Background: an optimization exercise with open tools, aiming at small area. Do not read the settings as production practice.
Function was checked by simulation only, so behaviour that the tests miss may differ from the original.
No driver is modelled on the clock port, so clock power and skew are understated where the tree is cut down; a real chip needs a root buffer or a tree.

==> flow/design.v (excerpt) <==
module card_flip_game_top (
    input wire clk,            
    input wire reset,          
    input wire up_btn,
    input wire down_btn,
    input wire left_btn,
    input wire right_btn,
    input wire select_btn,
    output wire hsync,
    output wire vsync,
    output wire [3:0] red,
    output wire [3:0] green,
    output wire [3:0] blue,
    output wire [6:0] seg_display,
    output wire [3:0] seg_select,
    output wire uart_tx
);
    wire [3:0] cursor_pos;
    wire [15:0] card_states;
    wire [7:0] move_count_d;
    wire game_won;
    wire game_won_d;
    wire card_matched;
    game_logic game_controller (
        .clk(clk),
        .reset(reset),
        .up_btn(up_btn),
        .down_btn(down_btn),
        .left_btn(left_btn),
        .right_btn(right_btn),
        .select_btn(select_btn),
        .cursor_pos(cursor_pos),
        .card_states(card_states),
        .move_count_d(move_count_d),
        .game_won(game_won),
        .game_won_d(game_won_d),
        .card_matched(card_matched)
    );
    vga_display display (
        .clk(clk),
        .reset(reset),
        .card_states(card_states),
        .cursor_pos(cursor_pos),
        .hsync(hsync),
        .vsync(vsync),
        .red(red),
        .green(green),
        .blue(blue)
    );
    seven_segment_driver seg_driver (
        .move_count_d(move_count_d[3:0]),
        .game_won_d(game_won_d),
        .seg_display(seg_display),
        .seg_select(seg_select)
    );
    uart_logger game_logger (
        .clk(clk),
        .reset(reset),
        .card_pos(cursor_pos),
        .card_flipped(select_btn),
        .card_matched(card_matched),
        .game_won(game_won),
        .move_count(move_count_d),
        .uart_tx(uart_tx)
    );
  ...
==> module game_logic, before the edit <==
module game_logic (
    input wire clk,
    input wire reset,
    input wire up_btn,
    input wire down_btn,
    input wire left_btn,
    input wire right_btn,
    input wire select_btn,
    output reg [3:0] cursor_pos,    
    output reg [15:0] card_states,  
    output reg [7:0] move_count_d,  
    output wire game_won,           
    output reg game_won_d,          
    output reg card_matched         
);
    reg [3:0] first_card_pos;
    reg first_card_selected;
    reg move_inc;
    wire [1:0] row = cursor_pos[3:2];
    wire [1:0] col = cursor_pos[1:0];
    wire go_up = up_btn && (row != 2'd0);
    wire go_row = go_up || (down_btn && (row != 2'd3));
    wire go_left = !go_row && left_btn && (col != 2'd0);
    wire go_col = go_left || (!go_row && right_btn && (col != 2'd3));
    wire cur_up = card_states[cursor_pos];
    wire same_value = (first_card_pos[0] ^ first_card_pos[3]) == (cursor_pos[0] ^ cursor_pos[3]);
    wire pick = select_btn && !cur_up;
    wire second = pick && first_card_selected;
    wire is_match = second && same_value;
    assign game_won = (&card_states) && !move_inc;
    wire turn_up = pick && !is_match;
    wire [3:0] up_row = turn_up ? (4'b0001 << cursor_pos[3:2]) : 4'b0000;
    wire [3:0] up_col = 4'b0001 << cursor_pos[1:0];
    wire [3:0] dn_row = is_match ? (4'b0001 << first_card_pos[3:2]) : 4'b0000;
    wire [3:0] dn_col = 4'b0001 << first_card_pos[1:0];
    wire [15:0] card_states_next;
    genvar i;
    generate
        for (i = 0; i < 16; i = i + 1) begin : card
            assign card_states_next[i] = !(reset || (dn_row[i / 4] && dn_col[i % 4])) &&
                                         (card_states[i] || (up_row[i / 4] && up_col[i % 4]));
        end
    endgenerate
    always @(posedge clk) begin
        card_states <= card_states_next;
        if (reset) begin
            cursor_pos <= 4'b0000;
            move_count_d <= 8'hFF;
            move_inc <= 1'b1;
            first_card_selected <= 1'b0;
        end else begin
            cursor_pos <= {row + {go_up, go_row}, col + {go_left, go_col}};
            move_count_d <= move_count_d + {7'd0, move_inc};
            move_inc <= second;
            if (pick)
                first_card_selected <= !first_card_selected;
        end
        card_matched <= is_match;
        game_won_d <= game_won;
        if (pick && !first_card_selected)
            first_card_pos <= cursor_pos;
    end
endmodule
==> flow/config.mk <==
export PLATFORM = sky130hd
export DESIGN_NAME = card_flip_game_top
export DESIGN_NICKNAME = card_flip_game_top
export VERILOG_FILES = /design/flow/design.v
export SDC_FILE = /design/flow/constraint.sdc
export NUM_CORES = 4
export LEC_CHECK = 0
export CAP_MARGIN = 20
export CORE_MARGIN = 2
export CORE_UTILIZATION = 70
export SLEW_MARGIN = 20
==> flow/constraint.sdc <==
create_clock -name core_clock -period 10.0 [get_ports {clk}]
set_input_delay 2.0000 -clock core_clock [delete_from_list [all_inputs] [get_ports {clk}]]
set_output_delay 2.0000 -clock core_clock [all_outputs]
set_load 0.01 [all_outputs]
standard.sh (not shown) runs the stock make flow with config.mk's settings and CLKGATE_MAP_FILE= SYNTH_SCRIPT=/design/flow/synth_recipe.tcl, a recipe that flattens the netlist after the stock synthesis.
==> flow/flow/run.sh <==
#!/bin/bash
# Layout flow: the standard ORFS flow (standard.sh) with
#  - synthesis: synth_recipe.tcl, but abc maps with an area script and no
#    adder cells (same registers, names and cell types);
#  - 1x buffers on the ports, and one tie cell for all constant outputs;
#  - a one-level clock tree: CTS_NBUF clock buffers fed by the clock port,
#    each driving one cluster of registers, built before global placement
#    (flow/gpl_hook.tcl, flow/clock_tree.tcl) and sized after placement
#    (flow/cts_hook.tcl).
# Each tool's output goes to standard_flow.log here (ORFS's own logs are
# under orfs/logs).
set -euo pipefail
F=$PWD/flow
export FLOW_ABC_SCRIPT=$F/area.script
export CTS_NBUF=${CTS_NBUF:-4}
export CTS_MASTER=${CTS_MASTER:-sky130_fd_sc_hd__clkbuf_8}
export CTS_SIZES=${CTS_SIZES:-"sky130_fd_sc_hd__clkbuf_8 sky130_fd_sc_hd__buf_8 sky130_fd_sc_hd__buf_12 sky130_fd_sc_hd__clkbuf_16"}
export CTS_SLEW_NS=${CTS_SLEW_NS:-0.112}
bash standard.sh \
  "SYNTH_SCRIPT=$F/synth_area.tcl" \
  "ADDER_MAP_FILE=" \
  "BUFFER_PORTS_ARGS=-buffer_cell sky130_fd_sc_hd__buf_1" \
  "PRE_GLOBAL_PLACE_TCL=$F/gpl_hook.tcl" \
  "PRE_CTS_TCL=$F/cts_hook.tcl" \
  finish > standard_flow.log 2>&1
Other scripts of this flow, unchanged in this note and not shown: flow/flow/area.script, flow/flow/clock_tree.tcl, flow/flow/cts_hook.tcl, flow/flow/gpl_hook.tcl, flow/flow/synth_area.tcl, flow/flow/ties.tcl
Edit:
--- a/flow/design.v
+++ b/flow/design.v
@@ -30,15 +30,15 @@
     assign game_won = (&card_states) && !move_inc;
     wire turn_up = pick && !is_match;
     wire [3:0] up_row = turn_up ? (4'b0001 << cursor_pos[3:2]) : 4'b0000;
     wire [3:0] up_col = 4'b0001 << cursor_pos[1:0];
-    wire [3:0] dn_row = is_match ? (4'b0001 << first_card_pos[3:2]) : 4'b0000;
-    wire [3:0] dn_col = 4'b0001 << first_card_pos[1:0];
+    wire [3:0] dn_row = (is_match ? (4'b0001 << first_card_pos[3:2]) : 4'b0000) | {4{reset}};
+    wire [3:0] dn_col = (4'b0001 << first_card_pos[1:0]) | {4{reset}};
     wire [15:0] card_states_next;
     genvar i;
     generate
         for (i = 0; i < 16; i = i + 1) begin : card
-            assign card_states_next[i] = !(reset || (dn_row[i / 4] && dn_col[i % 4])) &&
+            assign card_states_next[i] = !(dn_row[i / 4] && dn_col[i % 4]) &&
                                          (card_states[i] || (up_row[i / 4] && up_col[i % 4]));
         end
     endgenerate
     always @(posedge clk) begin
=>
- The changed run ran to the end with no violations
- synthesized area drops by 1.2%
- via count hardly moves
- clock skew drops by 0.015 ns
- global-route usage drops by 0.64 points
- sequential share of layout area climbs by 0.81 points
- worst hold slack stays flat
- fmax climbs by about 2.8%
- synthesized cell count climbs by 0.82%
- utilization drops by 0.81 points
- final cell count drops by 2.2%
In every run of this note, the design's own scripts or RTL, not TritonCTS, make the clock network.

[re-timing with driven ports]
The flow's constraints put no driver on any port. The routed layouts listed below were extracted and timed again, unchanged, in two steps. Step 1 sets driving cells, clkbuf_16 on the clock port and buf_2 on the other inputs (assumed; they add their load-dependent delay and slew). Step 2, shift: input delay + t, output delay - t, t = (earliest + latest rising clock arrival at the registers) / 2. This alone moves slack from input paths to output paths. a / b / c = no drivers / after step 1 / after step 2; a / b = the first two.
run	t (ns)	setup WS [ns]	hold slack, ns	worst slew at a driven data input, ns	pins driven straight from the clock port
the first run	0.201	5.839 / 5.780 / 5.981	0.458 / 0.458 / 0.458	0.03	4
the second run	0.200	5.951 / 5.892 / 6.092	0.458 / 0.458 / 0.458	0.03	4
After both steps every run listed still meets setup and hold.
